Source: an optimization exercise on an open RTL-to-GDS flow (aim: small area). Production flows keep margins and buffers that such runs may drop.
The RTL was checked by simulation tests, not by an equivalence proof against the original design.
Power is estimated from default activity; no workload was simulated.

## core
module core(
    input clk, reset, flush,
    output [25:0] mem_addr,
    input [127:0] mem_rdata,
    output [25:0] mem_waddr,
    output [127:0] mem_wdata,
    output mem_we
);
==> module instr_cache, before the edit <==
module instr_cache (    
    input clk, reset,flush, 
    input mem_read,
    input [31:0] address, 
    output [31:0] readdata,
    input [127:0] data_from_mem,
    input read_ready_from_mem,
    input written_data_ack,
    output reqI_mem,
    output reg reqI_q,
    output [25:0] reqAddrI_mem,
    output cache_hit);
    reg [123:0] dataCache [0:3];
    reg [25:0] dataTag [0:3];
    reg [3:0] dataValid;
    reg pending_req;
    reg [30:0] readdata_q;
    wire [1:0] addr_word = address[3:2];
    wire [1:0] row = address[5:4];
    wire [25:0] addr_tag = address[31:6];
    assign reqAddrI_mem = address[29:4];
    wire [123:0] line_in = {data_from_mem[126:96], data_from_mem[94:64],
                            data_from_mem[62:32], data_from_mem[30:0]};
    wire fill = !reset && !flush && pending_req && read_ready_from_mem;
    wire p1 = pending_req && !flush && !read_ready_from_mem && !written_data_ack;
    wire [3:0] v1 = flush ? 4'b0 : dataValid;
    wire look = !reset && !p1 && mem_read;
    reg [30:0] word;
    integer wr, ww;
    always @(*) begin
        word = 31'b0;
        for (wr = 0; wr < 4; wr = wr + 1)
            for (ww = 0; ww < 4; ww = ww + 1)
                word = word | ({31{row == wr && addr_word == ww}} & dataCache[wr][ww*31 +: 31]);
    end
    wire hit = look && v1[row] && dataTag[row] == addr_tag;
    wire miss = look && !hit;
    assign cache_hit = hit;
    assign readdata = reset ? 32'b0 : hit ? {1'b0, word} : flush ? 32'b0 : {1'b0, readdata_q};
    assign reqI_mem = reset ? 1'b0 : miss ? 1'b1 : (flush || fill) ? 1'b0 : reqI_q;
    always @ (posedge clk) begin
        if (fill) begin
            dataCache[row] <= line_in;
            dataTag[row] <= addr_tag;
        end
    end
    always @ (posedge clk) begin
        readdata_q <= readdata[30:0];
        reqI_q <= reqI_mem;
        if (reset == 1'b1) begin
            pending_req <= 1'b0;
            dataValid <= 4'b0;
        end
        else begin
            dataValid <= fill ? (v1 | (4'b1 << row)) : v1;
            pending_req <= miss || p1;
        end
    end
endmodule
Settings: LEC_CHECK=0, CAP_MARGIN=20, CORE_MARGIN=2, CORE_UTILIZATION=50, CTS_BUF_LIST=sky130_fd_sc_hd__clkbuf_16, CTS_CLUSTER_DIAMETER=80, CTS_CLUSTER_SIZE=20, PLACE_DENSITY=0.6, SLEW_MARGIN=20; clock period 25.0 ns.
standard.sh (not shown) runs the stock make flow with config.mk's settings and CLKGATE_MAP_FILE= SYNTH_SCRIPT=/design/flow/synth_recipe.tcl, a recipe that flattens the netlist after the stock synthesis.
==> flow/flow/run.sh <==
#!/bin/bash
# The standard layout (the standard.sh, unchanged synthesis and steps),
# with two choices of how cells are picked:
#  - port buffers use the smallest buffer cell instead of a delay cell;
#  - clock tree synthesis inserts no dummy loads, with larger sink clusters
#    and 16x clock buffers.
# Every tool's output goes to the ORFS logs under orfs/logs; the make output
# as a whole is kept in flow_run.log.
set -o pipefail
export BUFFER_PORTS_ARGS="-buffer_cell sky130_fd_sc_hd__buf_1"
export CTS_ARGS="-sink_clustering_enable -repair_clock_nets -dont_use_dummy_load -buf_list sky130_fd_sc_hd__clkbuf_16 -sink_clustering_size 20 -sink_clustering_max_diameter 80"
bash standard.sh 2>&1 | tee flow_run.log
Edit:
--- a/flow/design.v
+++ b/flow/design.v
@@ -684,12 +684,6 @@
     wire [3:0] v1 = flush ? 4'b0 : dataValid;
     wire look = !reset && !p1 && mem_read;
-    reg [30:0] word;
-    integer wr, ww;
-    always @(*) begin
-        word = 31'b0;
-        for (wr = 0; wr < 4; wr = wr + 1)
-            for (ww = 0; ww < 4; ww = ww + 1)
-                word = word | ({31{row == wr && addr_word == ww}} & dataCache[wr][ww*31 +: 31]);
-    end
+    wire [123:0] line = dataCache[row];
+    wire [30:0] word = line[addr_word*31 +: 31];
     wire hit = look && v1[row] && dataTag[row] == addr_tag;
     wire miss = look && !hit;
After rerunning: Cell area goes up by about 1%; routed wire length shrinks by about 2.7%; final cell count is lower by 1.3%; clock power barely changes; total power barely changes; clock-buffer cell count went down by 1; die area rose by 0.94%; sequential power hardly moves.

[what the ideal ports hide]
The flow's constraints put no driver on any port. The routed layouts listed below were extracted and timed again, unchanged, in two steps. Step 1: set_driving_cell puts a clkbuf_16 on clk and a buf_2 on each other input, an assumption about the parent block. Step 2, shift: input delay + t, output delay - t, t = (earliest + latest rising clock arrival at the registers) / 2. This alone moves slack from input paths to output paths. Slacks: ideal ports / drivers / drivers and shift; pairs: ideal ports / drivers.
run | t (ns) | setup slack, ns | worst register clock-pin slew, ns | cell pins on the clock port's net
the first run | 1.010 | 8.258 / 8.258 / 8.258 | 0.09 / 0.09 | 1
the second run | 1.014 | 8.142 / 8.142 / 8.142 | 0.10 / 0.10 | 1
After both steps every run listed still meets setup and hold.
